From an optimization exercise on the open Yosys and OpenROAD flow, aimed at small area and a short achievable clock period; shortcuts taken in it are not production practice.
Function was not checked in any run shown here: the RTL went through the layout flow alone.
Power and IR drop assume default switching activity.

===== config.mk =====
export PLATFORM = sky130hd
export DESIGN_NAME = rv_core
export DESIGN_NICKNAME = rv_core
export VERILOG_FILES = /design/flow/design.v
export SDC_FILE = /design/flow/constraint.sdc
export NUM_CORES = 4
export LEC_CHECK = 0
export CAP_MARGIN = 20
export CORE_MARGIN = 2
export CORE_UTILIZATION = 55
export SETUP_SLACK_MARGIN = 3
export SLEW_MARGIN = 20
export SYNTH_HIERARCHICAL = 1

===== constraint.sdc =====
create_clock -name core_clock -period 12.5 [get_ports {clk}]
set_input_delay 2.5000 -clock core_clock [delete_from_list [all_inputs] [get_ports {clk}]]
set_output_delay 2.5000 -clock core_clock [all_outputs]
set_load 0.01 [all_outputs]

===== design.v =====
module xor32(input [31:0] a, input [31:0] b, output [31:0] y);
assign y = a ^ b;
endmodule
module add_ks_cy(input [31:0] a, input [31:0] b, input [31:0] p, input cin, output [31:0] c);
wire [31:0] g = a & b;
wire g_0 = g[0] | (p[0] & cin);
wire G0_1 = g[1] | (p[1] & g_0);
wire G0_2 = g[2] | (p[2] & g[1]);
wire P0_2 = p[2] & p[1];
wire G0_3 = g[3] | (p[3] & g[2]);
wire P0_3 = p[3] & p[2];
wire G0_4 = g[4] | (p[4] & g[3]);
wire P0_4 = p[4] & p[3];
wire G0_5 = g[5] | (p[5] & g[4]);
wire P0_5 = p[5] & p[4];
wire G0_6 = g[6] | (p[6] & g[5]);
wire P0_6 = p[6] & p[5];
wire G0_7 = g[7] | (p[7] & g[6]);
wire P0_7 = p[7] & p[6];
wire G0_8 = g[8] | (p[8] & g[7]);
wire P0_8 = p[8] & p[7];
wire G0_9 = g[9] | (p[9] & g[8]);
wire P0_9 = p[9] & p[8];
wire G0_10 = g[10] | (p[10] & g[9]);
wire P0_10 = p[10] & p[9];
wire G0_11 = g[11] | (p[11] & g[10]);
wire P0_11 = p[11] & p[10];
wire G0_12 = g[12] | (p[12] & g[11]);
wire P0_12 = p[12] & p[11];
wire G0_13 = g[13] | (p[13] & g[12]);
wire P0_13 = p[13] & p[12];
wire G0_14 = g[14] | (p[14] & g[13]);
wire P0_14 = p[14] & p[13];
wire G0_15 = g[15] | (p[15] & g[14]);
wire P0_15 = p[15] & p[14];
wire G0_16 = g[16] | (p[16] & g[15]);
wire P0_16 = p[16] & p[15];
wire G0_17 = g[17] | (p[17] & g[16]);
wire P0_17 = p[17] & p[16];
wire G0_18 = g[18] | (p[18] & g[17]);
wire P0_18 = p[18] & p[17];
wire G0_19 = g[19] | (p[19] & g[18]);
wire P0_19 = p[19] & p[18];
wire G0_20 = g[20] | (p[20] & g[19]);
wire P0_20 = p[20] & p[19];
wire G0_21 = g[21] | (p[21] & g[20]);
wire P0_21 = p[21] & p[20];
wire G0_22 = g[22] | (p[22] & g[21]);
wire P0_22 = p[22] & p[21];
wire G0_23 = g[23] | (p[23] & g[22]);
wire P0_23 = p[23] & p[22];
wire G0_24 = g[24] | (p[24] & g[23]);
wire P0_24 = p[24] & p[23];
wire G0_25 = g[25] | (p[25] & g[24]);
wire P0_25 = p[25] & p[24];
wire G0_26 = g[26] | (p[26] & g[25]);
wire P0_26 = p[26] & p[25];
wire G0_27 = g[27] | (p[27] & g[26]);
wire P0_27 = p[27] & p[26];
wire G0_28 = g[28] | (p[28] & g[27]);
wire P0_28 = p[28] & p[27];
wire G0_29 = g[29] | (p[29] & g[28]);
wire P0_29 = p[29] & p[28];
wire G0_30 = g[30] | (p[30] & g[29]);
wire P0_30 = p[30] & p[29];
wire G0_31 = g[31] | (p[31] & g[30]);
wire P0_31 = p[31] & p[30];
wire G1_2 = G0_2 | (P0_2 & g_0);
wire G1_3 = G0_3 | (P0_3 & G0_1);
wire G1_4 = G0_4 | (P0_4 & G0_2);
wire P1_4 = P0_4 & P0_2;
wire G1_5 = G0_5 | (P0_5 & G0_3);
wire P1_5 = P0_5 & P0_3;
wire G1_6 = G0_6 | (P0_6 & G0_4);
wire P1_6 = P0_6 & P0_4;
wire G1_7 = G0_7 | (P0_7 & G0_5);
wire P1_7 = P0_7 & P0_5;
wire G1_8 = G0_8 | (P0_8 & G0_6);
wire P1_8 = P0_8 & P0_6;
wire G1_9 = G0_9 | (P0_9 & G0_7);
wire P1_9 = P0_9 & P0_7;
wire G1_10 = G0_10 | (P0_10 & G0_8);
wire P1_10 = P0_10 & P0_8;
wire G1_11 = G0_11 | (P0_11 & G0_9);
wire P1_11 = P0_11 & P0_9;
wire G1_12 = G0_12 | (P0_12 & G0_10);
wire P1_12 = P0_12 & P0_10;
wire G1_13 = G0_13 | (P0_13 & G0_11);
wire P1_13 = P0_13 & P0_11;
wire G1_14 = G0_14 | (P0_14 & G0_12);
wire P1_14 = P0_14 & P0_12;
wire G1_15 = G0_15 | (P0_15 & G0_13);
wire P1_15 = P0_15 & P0_13;
wire G1_16 = G0_16 | (P0_16 & G0_14);
wire P1_16 = P0_16 & P0_14;
wire G1_17 = G0_17 | (P0_17 & G0_15);
wire P1_17 = P0_17 & P0_15;
wire G1_18 = G0_18 | (P0_18 & G0_16);
wire P1_18 = P0_18 & P0_16;
wire G1_19 = G0_19 | (P0_19 & G0_17);
wire P1_19 = P0_19 & P0_17;
wire G1_20 = G0_20 | (P0_20 & G0_18);
wire P1_20 = P0_20 & P0_18;
wire G1_21 = G0_21 | (P0_21 & G0_19);
wire P1_21 = P0_21 & P0_19;
wire G1_22 = G0_22 | (P0_22 & G0_20);
wire P1_22 = P0_22 & P0_20;
wire G1_23 = G0_23 | (P0_23 & G0_21);
wire P1_23 = P0_23 & P0_21;
wire G1_24 = G0_24 | (P0_24 & G0_22);
wire P1_24 = P0_24 & P0_22;
wire G1_25 = G0_25 | (P0_25 & G0_23);
wire P1_25 = P0_25 & P0_23;
wire G1_26 = G0_26 | (P0_26 & G0_24);
wire P1_26 = P0_26 & P0_24;
wire G1_27 = G0_27 | (P0_27 & G0_25);
wire P1_27 = P0_27 & P0_25;
wire G1_28 = G0_28 | (P0_28 & G0_26);
wire P1_28 = P0_28 & P0_26;
wire G1_29 = G0_29 | (P0_29 & G0_27);
wire P1_29 = P0_29 & P0_27;
wire G1_30 = G0_30 | (P0_30 & G0_28);
wire P1_30 = P0_30 & P0_28;
wire G1_31 = G0_31 | (P0_31 & G0_29);
wire P1_31 = P0_31 & P0_29;
wire G2_4 = G1_4 | (P1_4 & g_0);
wire G2_5 = G1_5 | (P1_5 & G0_1);
wire G2_6 = G1_6 | (P1_6 & G1_2);
wire G2_7 = G1_7 | (P1_7 & G1_3);
wire G2_8 = G1_8 | (P1_8 & G1_4);
wire P2_8 = P1_8 & P1_4;
wire G2_9 = G1_9 | (P1_9 & G1_5);
wire P2_9 = P1_9 & P1_5;
wire G2_10 = G1_10 | (P1_10 & G1_6);
wire P2_10 = P1_10 & P1_6;
wire G2_11 = G1_11 | (P1_11 & G1_7);
wire P2_11 = P1_11 & P1_7;
wire G2_12 = G1_12 | (P1_12 & G1_8);
wire P2_12 = P1_12 & P1_8;
wire G2_13 = G1_13 | (P1_13 & G1_9);
wire P2_13 = P1_13 & P1_9;
wire G2_14 = G1_14 | (P1_14 & G1_10);
wire P2_14 = P1_14 & P1_10;
wire G2_15 = G1_15 | (P1_15 & G1_11);
wire P2_15 = P1_15 & P1_11;
wire G2_16 = G1_16 | (P1_16 & G1_12);
wire P2_16 = P1_16 & P1_12;
wire G2_17 = G1_17 | (P1_17 & G1_13);
wire P2_17 = P1_17 & P1_13;
wire G2_18 = G1_18 | (P1_18 & G1_14);
wire P2_18 = P1_18 & P1_14;
wire G2_19 = G1_19 | (P1_19 & G1_15);
wire P2_19 = P1_19 & P1_15;
wire G2_20 = G1_20 | (P1_20 & G1_16);
wire P2_20 = P1_20 & P1_16;
wire G2_21 = G1_21 | (P1_21 & G1_17);
wire P2_21 = P1_21 & P1_17;
wire G2_22 = G1_22 | (P1_22 & G1_18);
wire P2_22 = P1_22 & P1_18;
wire G2_23 = G1_23 | (P1_23 & G1_19);
wire P2_23 = P1_23 & P1_19;
wire G2_24 = G1_24 | (P1_24 & G1_20);
wire P2_24 = P1_24 & P1_20;
wire G2_25 = G1_25 | (P1_25 & G1_21);
wire P2_25 = P1_25 & P1_21;
wire G2_26 = G1_26 | (P1_26 & G1_22);
wire P2_26 = P1_26 & P1_22;
wire G2_27 = G1_27 | (P1_27 & G1_23);
wire P2_27 = P1_27 & P1_23;
wire G2_28 = G1_28 | (P1_28 & G1_24);
wire P2_28 = P1_28 & P1_24;
wire G2_29 = G1_29 | (P1_29 & G1_25);
wire P2_29 = P1_29 & P1_25;
wire G2_30 = G1_30 | (P1_30 & G1_26);
wire P2_30 = P1_30 & P1_26;
wire G2_31 = G1_31 | (P1_31 & G1_27);
wire P2_31 = P1_31 & P1_27;
wire G3_8 = G2_8 | (P2_8 & g_0);
wire G3_9 = G2_9 | (P2_9 & G0_1);
wire G3_10 = G2_10 | (P2_10 & G1_2);
wire G3_11 = G2_11 | (P2_11 & G1_3);
wire G3_12 = G2_12 | (P2_12 & G2_4);
wire G3_13 = G2_13 | (P2_13 & G2_5);
wire G3_14 = G2_14 | (P2_14 & G2_6);
wire G3_15 = G2_15 | (P2_15 & G2_7);
wire G3_16 = G2_16 | (P2_16 & G2_8);
wire P3_16 = P2_16 & P2_8;
wire G3_17 = G2_17 | (P2_17 & G2_9);
wire P3_17 = P2_17 & P2_9;
wire G3_18 = G2_18 | (P2_18 & G2_10);
wire P3_18 = P2_18 & P2_10;
wire G3_19 = G2_19 | (P2_19 & G2_11);
wire P3_19 = P2_19 & P2_11;
wire G3_20 = G2_20 | (P2_20 & G2_12);
wire P3_20 = P2_20 & P2_12;
wire G3_21 = G2_21 | (P2_21 & G2_13);
wire P3_21 = P2_21 & P2_13;
wire G3_22 = G2_22 | (P2_22 & G2_14);
wire P3_22 = P2_22 & P2_14;
wire G3_23 = G2_23 | (P2_23 & G2_15);
wire P3_23 = P2_23 & P2_15;
wire G3_24 = G2_24 | (P2_24 & G2_16);
wire P3_24 = P2_24 & P2_16;
wire G3_25 = G2_25 | (P2_25 & G2_17);
wire P3_25 = P2_25 & P2_17;
wire G3_26 = G2_26 | (P2_26 & G2_18);
wire P3_26 = P2_26 & P2_18;
wire G3_27 = G2_27 | (P2_27 & G2_19);
wire P3_27 = P2_27 & P2_19;
wire G3_28 = G2_28 | (P2_28 & G2_20);
wire P3_28 = P2_28 & P2_20;
wire G3_29 = G2_29 | (P2_29 & G2_21);
wire P3_29 = P2_29 & P2_21;
wire G3_30 = G2_30 | (P2_30 & G2_22);
wire P3_30 = P2_30 & P2_22;
wire G3_31 = G2_31 | (P2_31 & G2_23);
wire P3_31 = P2_31 & P2_23;
wire G4_16 = G3_16 | (P3_16 & g_0);
wire G4_17 = G3_17 | (P3_17 & G0_1);
wire G4_18 = G3_18 | (P3_18 & G1_2);
wire G4_19 = G3_19 | (P3_19 & G1_3);
wire G4_20 = G3_20 | (P3_20 & G2_4);
wire G4_21 = G3_21 | (P3_21 & G2_5);
wire G4_22 = G3_22 | (P3_22 & G2_6);
wire G4_23 = G3_23 | (P3_23 & G2_7);
wire G4_24 = G3_24 | (P3_24 & G3_8);
wire G4_25 = G3_25 | (P3_25 & G3_9);
wire G4_26 = G3_26 | (P3_26 & G3_10);
wire G4_27 = G3_27 | (P3_27 & G3_11);
wire G4_28 = G3_28 | (P3_28 & G3_12);
wire G4_29 = G3_29 | (P3_29 & G3_13);
wire G4_30 = G3_30 | (P3_30 & G3_14);
wire G4_31 = G3_31 | (P3_31 & G3_15);
assign c[0] = g_0;
assign c[1] = G0_1;
assign c[2] = G1_2;
assign c[3] = G1_3;
assign c[4] = G2_4;
assign c[5] = G2_5;
assign c[6] = G2_6;
assign c[7] = G2_7;
assign c[8] = G3_8;
assign c[9] = G3_9;
assign c[10] = G3_10;
assign c[11] = G3_11;
assign c[12] = G3_12;
assign c[13] = G3_13;
assign c[14] = G3_14;
assign c[15] = G3_15;
assign c[16] = G4_16;
assign c[17] = G4_17;
assign c[18] = G4_18;
assign c[19] = G4_19;
assign c[20] = G4_20;
assign c[21] = G4_21;
assign c[22] = G4_22;
assign c[23] = G4_23;
assign c[24] = G4_24;
assign c[25] = G4_25;
assign c[26] = G4_26;
assign c[27] = G4_27;
assign c[28] = G4_28;
assign c[29] = G4_29;
assign c[30] = G4_30;
assign c[31] = G4_31;
endmodule
module add_ks(input [31:0] a, input [31:0] b, input cin, output [31:0] s, output [31:0] p, output cout);
wire [31:0] c;
xor32 u_p(.a(a), .b(b), .y(p));
add_ks_cy u_c(.a(a), .b(b), .p(p), .cin(cin), .c(c));
xor32 u_s(.a(p), .b({c[30:0], cin}), .y(s));
assign cout = c[31];
endmodule
module add_sk_cy(input [31:0] a, input [31:0] b, input [31:0] p, input cin, output [31:0] c);
wire [31:0] g = a & b;
wire g_0 = g[0] | (p[0] & cin);
wire G0_1 = g[1] | (p[1] & g_0);
wire G0_3 = g[3] | (p[3] & g[2]);
wire P0_3 = p[3] & p[2];
wire G0_5 = g[5] | (p[5] & g[4]);
wire P0_5 = p[5] & p[4];
wire G0_7 = g[7] | (p[7] & g[6]);
wire P0_7 = p[7] & p[6];
wire G0_9 = g[9] | (p[9] & g[8]);
wire P0_9 = p[9] & p[8];
wire G0_11 = g[11] | (p[11] & g[10]);
wire P0_11 = p[11] & p[10];
wire G0_13 = g[13] | (p[13] & g[12]);
wire P0_13 = p[13] & p[12];
wire G0_15 = g[15] | (p[15] & g[14]);
wire P0_15 = p[15] & p[14];
wire G0_17 = g[17] | (p[17] & g[16]);
wire P0_17 = p[17] & p[16];
wire G0_19 = g[19] | (p[19] & g[18]);
wire P0_19 = p[19] & p[18];
wire G0_21 = g[21] | (p[21] & g[20]);
wire P0_21 = p[21] & p[20];
wire G0_23 = g[23] | (p[23] & g[22]);
wire P0_23 = p[23] & p[22];
wire G0_25 = g[25] | (p[25] & g[24]);
wire P0_25 = p[25] & p[24];
wire G0_27 = g[27] | (p[27] & g[26]);
wire P0_27 = p[27] & p[26];
wire G0_29 = g[29] | (p[29] & g[28]);
wire P0_29 = p[29] & p[28];
wire G0_31 = g[31] | (p[31] & g[30]);
wire P0_31 = p[31] & p[30];
wire G1_2 = g[2] | (p[2] & G0_1);
wire G1_3 = G0_3 | (P0_3 & G0_1);
wire G1_6 = g[6] | (p[6] & G0_5);
wire P1_6 = p[6] & P0_5;
wire G1_7 = G0_7 | (P0_7 & G0_5);
wire P1_7 = P0_7 & P0_5;
wire G1_10 = g[10] | (p[10] & G0_9);
wire P1_10 = p[10] & P0_9;
wire G1_11 = G0_11 | (P0_11 & G0_9);
wire P1_11 = P0_11 & P0_9;
wire G1_14 = g[14] | (p[14] & G0_13);
wire P1_14 = p[14] & P0_13;
wire G1_15 = G0_15 | (P0_15 & G0_13);
wire P1_15 = P0_15 & P0_13;
wire G1_18 = g[18] | (p[18] & G0_17);
wire P1_18 = p[18] & P0_17;
wire G1_19 = G0_19 | (P0_19 & G0_17);
wire P1_19 = P0_19 & P0_17;
wire G1_22 = g[22] | (p[22] & G0_21);
wire P1_22 = p[22] & P0_21;
wire G1_23 = G0_23 | (P0_23 & G0_21);
wire P1_23 = P0_23 & P0_21;
wire G1_26 = g[26] | (p[26] & G0_25);
wire P1_26 = p[26] & P0_25;
wire G1_27 = G0_27 | (P0_27 & G0_25);
wire P1_27 = P0_27 & P0_25;
wire G1_30 = g[30] | (p[30] & G0_29);
wire P1_30 = p[30] & P0_29;
wire G1_31 = G0_31 | (P0_31 & G0_29);
wire P1_31 = P0_31 & P0_29;
wire G2_4 = g[4] | (p[4] & G1_3);
wire G2_5 = G0_5 | (P0_5 & G1_3);
wire G2_6 = G1_6 | (P1_6 & G1_3);
wire G2_7 = G1_7 | (P1_7 & G1_3);
wire G2_12 = g[12] | (p[12] & G1_11);
wire P2_12 = p[12] & P1_11;
wire G2_13 = G0_13 | (P0_13 & G1_11);
wire P2_13 = P0_13 & P1_11;
wire G2_14 = G1_14 | (P1_14 & G1_11);
wire P2_14 = P1_14 & P1_11;
wire G2_15 = G1_15 | (P1_15 & G1_11);
wire P2_15 = P1_15 & P1_11;
wire G2_20 = g[20] | (p[20] & G1_19);
wire P2_20 = p[20] & P1_19;
wire G2_21 = G0_21 | (P0_21 & G1_19);
wire P2_21 = P0_21 & P1_19;
wire G2_22 = G1_22 | (P1_22 & G1_19);
wire P2_22 = P1_22 & P1_19;
wire G2_23 = G1_23 | (P1_23 & G1_19);
wire P2_23 = P1_23 & P1_19;
wire G2_28 = g[28] | (p[28] & G1_27);
wire P2_28 = p[28] & P1_27;
wire G2_29 = G0_29 | (P0_29 & G1_27);
wire P2_29 = P0_29 & P1_27;
wire G2_30 = G1_30 | (P1_30 & G1_27);
wire P2_30 = P1_30 & P1_27;
wire G2_31 = G1_31 | (P1_31 & G1_27);
wire P2_31 = P1_31 & P1_27;
wire G3_8 = g[8] | (p[8] & G2_7);
wire G3_9 = G0_9 | (P0_9 & G2_7);
wire G3_10 = G1_10 | (P1_10 & G2_7);
wire G3_11 = G1_11 | (P1_11 & G2_7);
wire G3_12 = G2_12 | (P2_12 & G2_7);
wire G3_13 = G2_13 | (P2_13 & G2_7);
wire G3_14 = G2_14 | (P2_14 & G2_7);
wire G3_15 = G2_15 | (P2_15 & G2_7);
wire G3_24 = g[24] | (p[24] & G2_23);
wire P3_24 = p[24] & P2_23;
wire G3_25 = G0_25 | (P0_25 & G2_23);
wire P3_25 = P0_25 & P2_23;
wire G3_26 = G1_26 | (P1_26 & G2_23);
wire P3_26 = P1_26 & P2_23;
wire G3_27 = G1_27 | (P1_27 & G2_23);
wire P3_27 = P1_27 & P2_23;
wire G3_28 = G2_28 | (P2_28 & G2_23);
wire P3_28 = P2_28 & P2_23;
wire G3_29 = G2_29 | (P2_29 & G2_23);
wire P3_29 = P2_29 & P2_23;
wire G3_30 = G2_30 | (P2_30 & G2_23);
wire P3_30 = P2_30 & P2_23;
wire G3_31 = G2_31 | (P2_31 & G2_23);
wire P3_31 = P2_31 & P2_23;
wire G4_16 = g[16] | (p[16] & G3_15);
wire G4_17 = G0_17 | (P0_17 & G3_15);
wire G4_18 = G1_18 | (P1_18 & G3_15);
wire G4_19 = G1_19 | (P1_19 & G3_15);
wire G4_20 = G2_20 | (P2_20 & G3_15);
wire G4_21 = G2_21 | (P2_21 & G3_15);
wire G4_22 = G2_22 | (P2_22 & G3_15);
wire G4_23 = G2_23 | (P2_23 & G3_15);
wire G4_24 = G3_24 | (P3_24 & G3_15);
wire G4_25 = G3_25 | (P3_25 & G3_15);
wire G4_26 = G3_26 | (P3_26 & G3_15);
wire G4_27 = G3_27 | (P3_27 & G3_15);
wire G4_28 = G3_28 | (P3_28 & G3_15);
wire G4_29 = G3_29 | (P3_29 & G3_15);
wire G4_30 = G3_30 | (P3_30 & G3_15);
wire G4_31 = G3_31 | (P3_31 & G3_15);
assign c[0] = g_0;
assign c[1] = G0_1;
assign c[2] = G1_2;
assign c[3] = G1_3;
assign c[4] = G2_4;
assign c[5] = G2_5;
assign c[6] = G2_6;
assign c[7] = G2_7;
assign c[8] = G3_8;
assign c[9] = G3_9;
assign c[10] = G3_10;
assign c[11] = G3_11;
assign c[12] = G3_12;
assign c[13] = G3_13;
assign c[14] = G3_14;
assign c[15] = G3_15;
assign c[16] = G4_16;
assign c[17] = G4_17;
assign c[18] = G4_18;
assign c[19] = G4_19;
assign c[20] = G4_20;
assign c[21] = G4_21;
assign c[22] = G4_22;
assign c[23] = G4_23;
assign c[24] = G4_24;
assign c[25] = G4_25;
assign c[26] = G4_26;
assign c[27] = G4_27;
assign c[28] = G4_28;
assign c[29] = G4_29;
assign c[30] = G4_30;
assign c[31] = G4_31;
endmodule
module add_sk(input [31:0] a, input [31:0] b, input cin, output [31:0] s, output [31:0] p, output cout);
wire [31:0] c;
xor32 u_p(.a(a), .b(b), .y(p));
add_sk_cy u_c(.a(a), .b(b), .p(p), .cin(cin), .c(c));
xor32 u_s(.a(p), .b({c[30:0], cin}), .y(s));
assign cout = c[31];
endmodule
module ltu32(input [31:0] a, input [31:0] b, input [31:0] p, output lt);
wire [31:0] g = a & ~b;
wire [31:0] q = ~p;
wire G0_0 = g[1] | (q[1] & (g[0] | q[0]));
wire G0_2 = g[3] | (q[3] & g[2]);
wire P0_2 = q[3] & q[2];
wire G0_4 = g[5] | (q[5] & g[4]);
wire P0_4 = q[5] & q[4];
wire G0_6 = g[7] | (q[7] & g[6]);
wire P0_6 = q[7] & q[6];
wire G0_8 = g[9] | (q[9] & g[8]);
wire P0_8 = q[9] & q[8];
wire G0_10 = g[11] | (q[11] & g[10]);
wire P0_10 = q[11] & q[10];
wire G0_12 = g[13] | (q[13] & g[12]);
wire P0_12 = q[13] & q[12];
wire G0_14 = g[15] | (q[15] & g[14]);
wire P0_14 = q[15] & q[14];
wire G0_16 = g[17] | (q[17] & g[16]);
wire P0_16 = q[17] & q[16];
wire G0_18 = g[19] | (q[19] & g[18]);
wire P0_18 = q[19] & q[18];
wire G0_20 = g[21] | (q[21] & g[20]);
wire P0_20 = q[21] & q[20];
wire G0_22 = g[23] | (q[23] & g[22]);
wire P0_22 = q[23] & q[22];
wire G0_24 = g[25] | (q[25] & g[24]);
wire P0_24 = q[25] & q[24];
wire G0_26 = g[27] | (q[27] & g[26]);
wire P0_26 = q[27] & q[26];
wire G0_28 = g[29] | (q[29] & g[28]);
wire P0_28 = q[29] & q[28];
wire G0_30 = g[31] | (q[31] & g[30]);
wire P0_30 = q[31] & q[30];
wire G1_0 = G0_2 | (P0_2 & G0_0);
wire G1_2 = G0_6 | (P0_6 & G0_4);
wire P1_2 = P0_6 & P0_4;
wire G1_4 = G0_10 | (P0_10 & G0_8);
wire P1_4 = P0_10 & P0_8;
wire G1_6 = G0_14 | (P0_14 & G0_12);
wire P1_6 = P0_14 & P0_12;
wire G1_8 = G0_18 | (P0_18 & G0_16);
wire P1_8 = P0_18 & P0_16;
wire G1_10 = G0_22 | (P0_22 & G0_20);
wire P1_10 = P0_22 & P0_20;
wire G1_12 = G0_26 | (P0_26 & G0_24);
wire P1_12 = P0_26 & P0_24;
wire G1_14 = G0_30 | (P0_30 & G0_28);
wire P1_14 = P0_30 & P0_28;
wire G2_0 = G1_2 | (P1_2 & G1_0);
wire G2_2 = G1_6 | (P1_6 & G1_4);
wire P2_2 = P1_6 & P1_4;
wire G2_4 = G1_10 | (P1_10 & G1_8);
wire P2_4 = P1_10 & P1_8;
wire G2_6 = G1_14 | (P1_14 & G1_12);
wire P2_6 = P1_14 & P1_12;
wire G3_0 = G2_2 | (P2_2 & G2_0);
wire G3_2 = G2_6 | (P2_6 & G2_4);
wire P3_2 = P2_6 & P2_4;
wire G4_0 = G3_2 | (P3_2 & G3_0);
assign lt = ~G4_0;
endmodule
`timescale 1ns / 1ps
module rv_core(
    input clk,
    input rst_n,                 
    output [31:0] imem_addr,
    input  [31:0] imem_rdata,
    output [31:0] dmem_addr,
    output [31:0] dmem_wdata,
    output        dmem_we,
    input  [31:0] dmem_rdata
    );
wire [31:0] ins = imem_rdata;
wire [6:0]  op  = ins[6:0];
wire [2:0]  f3  = ins[14:12];
wire [4:0]  rd  = ins[11:7];
wire [4:0]  rs1 = ins[19:15];
wire [4:0]  rs2 = ins[24:20];
wire is_op    = (op == 7'b0110011);
wire is_opimm = (op == 7'b0010011);
wire is_lui   = (op == 7'b0110111);
wire is_load  = (op == 7'b0000011);
wire is_store = (op == 7'b0100011);
wire is_br    = (op == 7'b1100011);
wire is_jal   = (op == 7'b1101111);
reg  [31:1] pc_q;
wire [31:0] pc  = {pc_q, 1'b0};
wire [31:0] pc4 = {pc[31:2] + 30'd1, pc[1:0]};
reg  [31:0] rf [1:31];
wire        wen = rst_n & (is_op | is_opimm | is_lui | is_load | is_jal);
reg  [31:0] wdata;
integer k;
always @(posedge clk)
    for (k = 1; k < 32; k = k + 1)
        if (wen && rd == k)
            rf[k] <= wdata;
reg [31:1] sel1, sel2;
always @(*)
    for (k = 1; k < 32; k = k + 1) begin
        sel1[k] = (rs1 == k);
        sel2[k] = (rs2 == k);
    end
wire [31:0] r1, r2;
genvar i, j;
generate
    for (i = 0; i < 32; i = i + 1) begin : g_rd
        wire [31:1] col;
        for (j = 1; j < 32; j = j + 1) begin : g_c
            assign col[j] = rf[j][i];
        end
        rf_rdbit u_r1(.sel(sel1), .d(col), .q(r1[i]));
        rf_rdbit u_r2(.sel(sel2), .d(col), .q(r2[i]));
    end
endgenerate
wire [31:0] imm_is = {{21{ins[31]}}, ins[30:25], (ins[5] ? ins[11:7] : ins[24:20])};
wire        b_reg  = ins[5] & (ins[4] | ins[6]);
wire [31:0] b      = b_reg ? r2 : imm_is;
wire [31:0] sum;
wire [31:0] p;               
wire        unused_cout;
add_ks u_add(.a(r1), .b(b), .cin(1'b0), .s(sum), .p(p), .cout(unused_cout));
wire        ltu;
ltu32 u_ltu(.a(r1), .b(b), .p(p), .lt(ltu));
wire        lts    = (r1[31] ^ b[31]) ? r1[31] : ltu;
wire        eq     = ~|p;        
reg [31:0] alu;
always @(*)
    case (f3)
        3'b000:  alu = sum;
        3'b010:  alu = {31'd0, lts};
        3'b011:  alu = {31'd0, ltu};
        3'b110:  alu = r1 | b;
        default: alu = 32'd0;
    endcase
always @(*)
    if (ins[2])
        wdata = ins[3] ? pc4 : {ins[31:12], 12'd0};
    else
        wdata = ins[4] ? alu : dmem_rdata;
wire [31:0] imm_bj = ins[3] ? {{12{ins[31]}}, ins[19:12], ins[20], ins[30:21], 1'b0}
                            : {{20{ins[31]}}, ins[7], ins[30:25], ins[11:8], 1'b0};
wire [31:0] target;
wire [31:0] unused_p;
wire        unused_c;
add_sk u_tgt(.a(pc), .b(imm_bj), .cin(1'b0), .s(target), .p(unused_p), .cout(unused_c));
wire        taken  = (is_br & eq) | is_jal;
always @(posedge clk)
    if (~rst_n)
        pc_q <= 31'd0;
    else
        pc_q <= taken ? target[31:1] : pc4[31:1];
assign imem_addr  = pc;
assign dmem_addr  = sum;
assign dmem_wdata = r2;
assign dmem_we    = is_store & rst_n;
endmodule
module rf_rdbit(
    input  [31:1] sel,
    input  [31:1] d,
    output        q
    );
assign q = |(sel & d);
endmodule

===== run.sh =====
#!/bin/bash
# synth_recipe.tcl (not shown) runs the flow's synth.tcl, then flattens the netlist and writes it again
# the make line also repeats each setting of config.mk as NAME=value (left out here)
make -C /OpenROAD-flow-scripts/flow DESIGN_CONFIG=/design/flow/config.mk WORK_HOME=/design/flow/orfs CLKGATE_MAP_FILE= SYNTH_SCRIPT=/design/flow/synth_recipe.tcl finish

==> flow_metrics.env, run 1 <==
export IMPL_hp_class="register to register"
export IMPL_start_util_pct=55.6
export IMPL_dp_hpwl_um=121000
export IMPL_whs_ns=0.594
export IMPL_grt_start_max_net_pins=34
export IMPL_final_setup_viol_count=0
export IMPL_cts_tree="done"
export IMPL_cp_start_kind="input pin"
export IMPL_fin_nets=3988
export IMPL_maxCapViolations=0
export IMPL_firstDrtPassIters=12
export IMPL_fmax_mhz=105
export IMPL_post_route_period_util_pct=76.4
export IMPL_r2r_end="rf[22][27]"
export IMPL_drive_gt1_share_pct=24.5
export IMPL_area_growth_pct=24.7
export IMPL_cp_max_fo=20
export IMPL_dieArea_sq_mm=0.0886
export IMPL_grt_pass1_vias=37700
export IMPL_crit_type="input pin to primary output"
export IMPL_clk_pin_slew_worst_paths_ns=0.06
export IMPL_wl_per_cell_um=38.0
export IMPL_synth_area_per_cell_sq_um=13.9
export IMPL_root_buffer="clkbuf_16"
export IMPL_skew_ns=0.0593
export IMPL_finalNonFillerCells=5150
export IMPL_die_y_um=298
export IMPL_min_delay_start="pc_q[1]"
export IMPL_holdPathEnd="pc_q[1]"
export IMPL_layout_setup_ws_ns=2.95
export IMPL_cts_num_sinks=1023
export IMPL_power_density_mw_per_mm2=140
export IMPL_critPathSlowestCell="nor2_2"
export IMPL_critical_path_required_ns=10.00
export IMPL_cts_buffers=105
export IMPL_worstPathCellList="buf_6 > buf_12 > buf_4 > nand2_2 > nor2_2 > buf_4 > a22oi_1 > nand4_1 > or4_4 > a21o_1 > xor2_4 > inv_1 > o21ai_1 > a22o_1 > and3_4 > a31oi_4 > buf_6 > o31ai_4 > a31o_1 > xor2_1 > buf_2"
export IMPL_clk_path_buf_depth=3
export IMPL_drc_errors=0
export IMPL_grt_pass1_wl_um=270000
export IMPL_maxSlewHeadroom_pct=18.7
export IMPL_grt_overflow=0
export IMPL_ant_nets=0
export IMPL_num_rows=107
export IMPL_setup_tns_ns=0
export IMPL_outcome="complete, no violations"
export IMPL_vias=39700
export IMPL_max_vdd_ir_drop_uv=146
export IMPL_pin_count=163
export IMPL_place_inst=4764
export IMPL_period_needed_ns=9.55
export IMPL_io_buffers=161
export IMPL_drtIter0Drc=6901
export IMPL_holdPathStages=2
export IMPL_worstMarginPinSlew_ns=1.21
export IMPL_cpPeakStageDelay_ns=0.54
export IMPL_timing_rr_start="rf[5][8]"
export IMPL_syn_instance_count=3412
export IMPL_r2r_slack_ns=6.82
export IMPL_rsz0062_at_grt="no"
export IMPL_grtUsageTotal_pct=42.5
export IMPL_grt_antenna_before_repair=4
export IMPL_htreeDepth=3
export IMPL_stdcell_area_sq_mm=0.0591
export IMPL_yosys_warnings=8
export IMPL_core_area_sq_mm=0.0853
export IMPL_arrival_ns=7.05
export IMPL_gp_congestion=1.04
export IMPL_setup_worst_path_end_class="primary output"
export IMPL_pre_cts_slack_ns=1.04
export IMPL_hold_viol_final=0
export IMPL_die_x_um=298
export IMPL_dpl_cell_area_sq_mm=0.0519
export IMPL_finalWirelength_um=196000
export IMPL_synth_area_sq_mm=0.0474
export IMPL_vias_per_cell=7.71
export IMPL_clk_latency_ns=0.72
export IMPL_leakage_nw=19.6
export IMPL_maxSlewViolCount=0
export IMPL_rr_worst_depth=18
worst max-delay path, delay by kind of cell:
family,cells,cell delay (ns)
XOR/XNOR,2,0.43
AO/OA/AOI/OAI,7,1.37
buffers and inverters,7,1.43
AND/OR/NAND/NOR,5,1.28
report_power, final:
group	switching (mW)	total, mW	internal (mW)
Combinational	0.814	1.30	0.483
Sequential	0.00463	3.81	3.80
Clock	1.35	3.16	1.81
state kept, by name (all words and copies together), names as in the netlist:
signal and count:
rf 992, pc_q 31
layout by cell type, fill, tap and decap left out, types with 35 or more instances in the layout:
cell type,n
a21oi_1,51
a22oi_1,762
a22o_1,87
nor2_4,62
clkbuf_16,115
o21ai_0,35
edfxtp_1,992
buf_12,36
buf_4,273
inv_1,35
or4_4,51
nand3_1,116
a222oi_1,79
nor2_1,64
nand2_1,105
xor2_1,107
nand3_2,40
a221oi_2,60
nand4_1,154
clkdlybuf4s50_1,130
worst max path at each step:
stage	start	endpoint	cells after the start
after global routing	imem_rdata[23]	dmem_addr[31]	22
after floorplan	imem_rdata[24]	dmem_addr[27]	19
after detailed placement	imem_rdata[23]	dmem_addr[27]	19
final	imem_rdata[24]	dmem_addr[27]	21
after global placement	imem_rdata[23]	dmem_addr[27]	19
after CTS	imem_rdata[24]	dmem_addr[27]	21
cell type report:
| cell class | instances | area [sq um] |
|---|---|---|
| Antenna cell | 1 | 2.50 |
| Clock buffer | 144 | 2920 |
| Clock inverter | 48 | 538 |
| Fill cell | 5804 | 26200 |
| Inverter | 38 | 143 |
| Multi-Input combinational cell | 2237 | 18600 |
| Sequential cell | 1023 | 30400 |
| Tap cell | 1144 | 1430 |
| Timing Repair Buffer | 515 | 5060 |
metal layers:
layer  up-vias  part of all wire (%)  global-route usage [%]
met5         -                0.0066                       0
met4         2                   9.1                    30.7
met3       814                    13                    9.78
met2      3471                    43                    63.1
met1     19700                    34                    55.2
li1      15700                     -                       -
per-stage QoR:
stage	power [mW]	utilization [%]
global placement	4.90	60.8
detailed placement	4.92	60.8
floorplan	4.44	-
global route	8.44	69.3
CTS	8.16	68.1
finish	8.26	69.3
what timing repair did:
item | in CTS | in global routing
setup endpoints to repair | 32 | 26
gates resized for setup | 385 | 106
cloned | 8 | 8
hold buffers | 0 | 0
pin swaps | 124 | 85
setup buffers | 115 | 60
==> run 2, diff against run 1 <==
--- a/config.mk
+++ b/config.mk
@@ -10,3 +10,3 @@
 export CORE_UTILIZATION = 55
-export SETUP_SLACK_MARGIN = 3
+export SETUP_SLACK_MARGIN = 4.2
 export SLEW_MARGIN = 20
==> flow_metrics.env, run 2 <==
export IMPL_synth_area_per_cell_sq_um=13.9
export IMPL_die_y_um=298
export IMPL_power_density_mw_per_mm2=142
export IMPL_outcome="complete, no violations"
export IMPL_top_regs="rf: 992 flops, pc_q: 31 flops"
export IMPL_hp_class="register to register"
export IMPL_clk_path_buf_depth=3
export IMPL_setup_worst_path_end_class="primary output"
export IMPL_cp_max_fo=5
export IMPL_grt_start_max_net_pins=34
export IMPL_met3_length_um=26700
export IMPL_crit_type="input pin to primary output"
export IMPL_final_setup_viol_count=0
export IMPL_post_route_period_util_pct=74.4
export IMPL_highest_layer="met5"
export IMPL_largest_reg_flops=992
export IMPL_arrival_ns=6.80
export IMPL_num_rows=107
export IMPL_fin_total_pwr_mw=8.48
export IMPL_wl_met2_um=84600
export IMPL_maxCapViolations=0
export IMPL_cpMostUsedCell="buf_16"
export IMPL_fmax_mhz=107
export IMPL_drc_errors=0
export IMPL_worstMarginPinSlew_ns=1.14
export IMPL_vias=39200
export IMPL_cts_num_sinks=1023
export IMPL_hold_buffers=0
export IMPL_clk_latency_ns=0.72
export IMPL_root_buffer="clkbuf_16"
export IMPL_drive_gt1_share_pct=26.4
export IMPL_drtIter0Drc=6831
export IMPL_cts_buffers=103
export IMPL_htreeDepth=3
export IMPL_die_x_um=298
export IMPL_start_util_pct=55.6
export IMPL_hold_viol_final=0
export IMPL_pre_cts_slack_ns=0.951
export IMPL_gp_congestion=0.976
export IMPL_finalWirelength_um=194000
export IMPL_regMostFlops="rf"
export IMPL_finalNonFillerCells=5145
export IMPL_layout_commonest_cell="edfxtp_1"
export IMPL_area_growth_pct=25.6
export IMPL_leakage_nw=19.5
export IMPL_maxSlewHeadroom_pct=23.2
export IMPL_period_needed_ns=9.30
export IMPL_dieArea_sq_mm=0.0886
export IMPL_vias_per_cell=7.62
export IMPL_cp_start_kind="input pin"
export IMPL_final_cell_mix="edfxtp_1 (992), a22oi_1 (755), buf_4 (265)"
export IMPL_firstDrtPassIters=10
export IMPL_syn_instance_count=3412
export IMPL_ant_nets=0
export IMPL_cts_tree="done"
export IMPL_fin_nets=3967
export IMPL_layout_setup_ws_ns=3.20
export IMPL_m1WireLength_um=65500
export IMPL_grt_pass1_wl_um=271000
export IMPL_clk_pin_slew_worst_paths_ns=0.06
export IMPL_core_area_sq_mm=0.0853
export IMPL_grt_pass1_vias=36700
export IMPL_grt_overflow=0
export IMPL_skew_ns=0.0833
export IMPL_pin_count=163
export IMPL_synth_area_sq_mm=0.0474
export IMPL_grt_antenna_before_repair=13
export IMPL_setup_tns_ns=0
export IMPL_wl_per_cell_um=37.7
export IMPL_dp_hpwl_um=125000
export IMPL_maxSlewViolCount=0
export IMPL_worstPathCellList="buf_16 > buf_16 > nand2b_4 > nor3_4 > buf_12 > buf_16 > a22o_1 > a221oi_2 > nand3_2 > or4_4 > o211a_1 > or2_4 > xor2_4 > nand2_4 > nor4_4 > o21ai_2 > a21oi_4 > a21oi_4 > buf_4 > o21ai_4 > xor2_4 > buf_6"
export IMPL_yosys_warnings=8
export IMPL_max_vdd_ir_drop_uv=155
export IMPL_io_buffers=161
export IMPL_grtUsageTotal_pct=42.6
export IMPL_cpPeakStageDelay_ns=0.62
export IMPL_critical_path_required_ns=10.00
export IMPL_rsz0062_at_grt="yes"
export IMPL_place_inst=4745
export IMPL_critPathSlowestCell="or4_4"
run 2: final timing paths:
check / from / to / slack [ns] / cells past startpoint
setup / recovery: imem_rdata[20] / dmem_addr[30] / 3.20 / 22
hold reg to reg: pc_q[1] / pc_q[1] / 0.56 / 2
hold / removal: pc_q[1] / pc_q[1] / 0.56 / 2
setup reg to reg: rf[5][16] / rf[21][27] / 7.14 / 17
run 2: metal layers:
layer,GRT usage (%),up-vias
li1,-,15700
met4,30.4,6
met5,0,-
met3,11.2,757
met2,63.2,3535
met1,54.7,19200
run 2: critical path: cells and delay by family:
family | cells | cell delay [ns]
simple gates | 7 | 1.77
compound gates | 7 | 1.29
xor+xnor | 2 | 0.37
buf+inv | 6 | 0.82
run 2: area by class of cell:
class	instances	area, sq um
clock inverter	72	793
fill	5817	25700
multi-input combinational	2236	19300
antenna	17	42.5
sequential	1023	30400
timing repair buffer	497	4800
clock buffer	118	2660
tap	1144	1430
inverter	38	150
run 2: repair_timing:
| action | in CTS | in global routing |
|---|---|---|
| setup buffers | 142 | 40 |
| setup endpoints to repair | 715 | 30 |
| pin swaps | 107 | 78 |
| cloned | 8 | 1 |
| gates resized for setup | 446 | 109 |
run 2: metrics by stage:
step,util [%],hold slack [ns],area [sq um]
5_1_grt,69.8,0.572,59500
6_report,69.8,0.560,59600
4_1_cts,68.8,0.560,58700
3_3_place_gp,61.5,0.528,52500
3_5_place_dp,61.6,0.551,52500
2_1_floorplan,-,0.529,48700
run 2: where the power goes:
| part | switching, mW | internal, mW |
|---|---|---|
| clock | 1.37 | 1.80 |
| sequential | 0.00441 | 3.80 |
| combinational | 0.914 | 0.588 |

what the ideal ports hide:
The results above use ideal ports. As a check the final layouts listed here were re-extracted and re-timed, cells and wires unchanged. Step 1, drivers: a clkbuf_16 drives clk and a buf_2 each remaining input, both assumed. Step 2 adds t to the input delays and takes it off the output delays; t is the mean of the earliest and latest rising clock arrival at the registers after step 1. Input paths then give back, and output paths get back, about the clock's delay inside the block. a / b / c = ideal / step 1 / step 2; a / b = the first two.
run | shift t [ns] | setup slack, ns | worst setup path at the end | worst register clock-pin slew, ns | pins driven straight from the clock port
run 1 | 0.772 | 2.946 / 2.894 / 2.894 | input to output | 0.07 / 0.07 | 1
run 2 | 0.744 | 3.197 / 3.094 / 3.094 | input to output | 0.07 / 0.07 | 1
After both steps setup and hold are still met in every run listed. The setup slack of run 2, which loses most, moves by -0.103 ns with the drivers and by -0.103 ns with both steps.
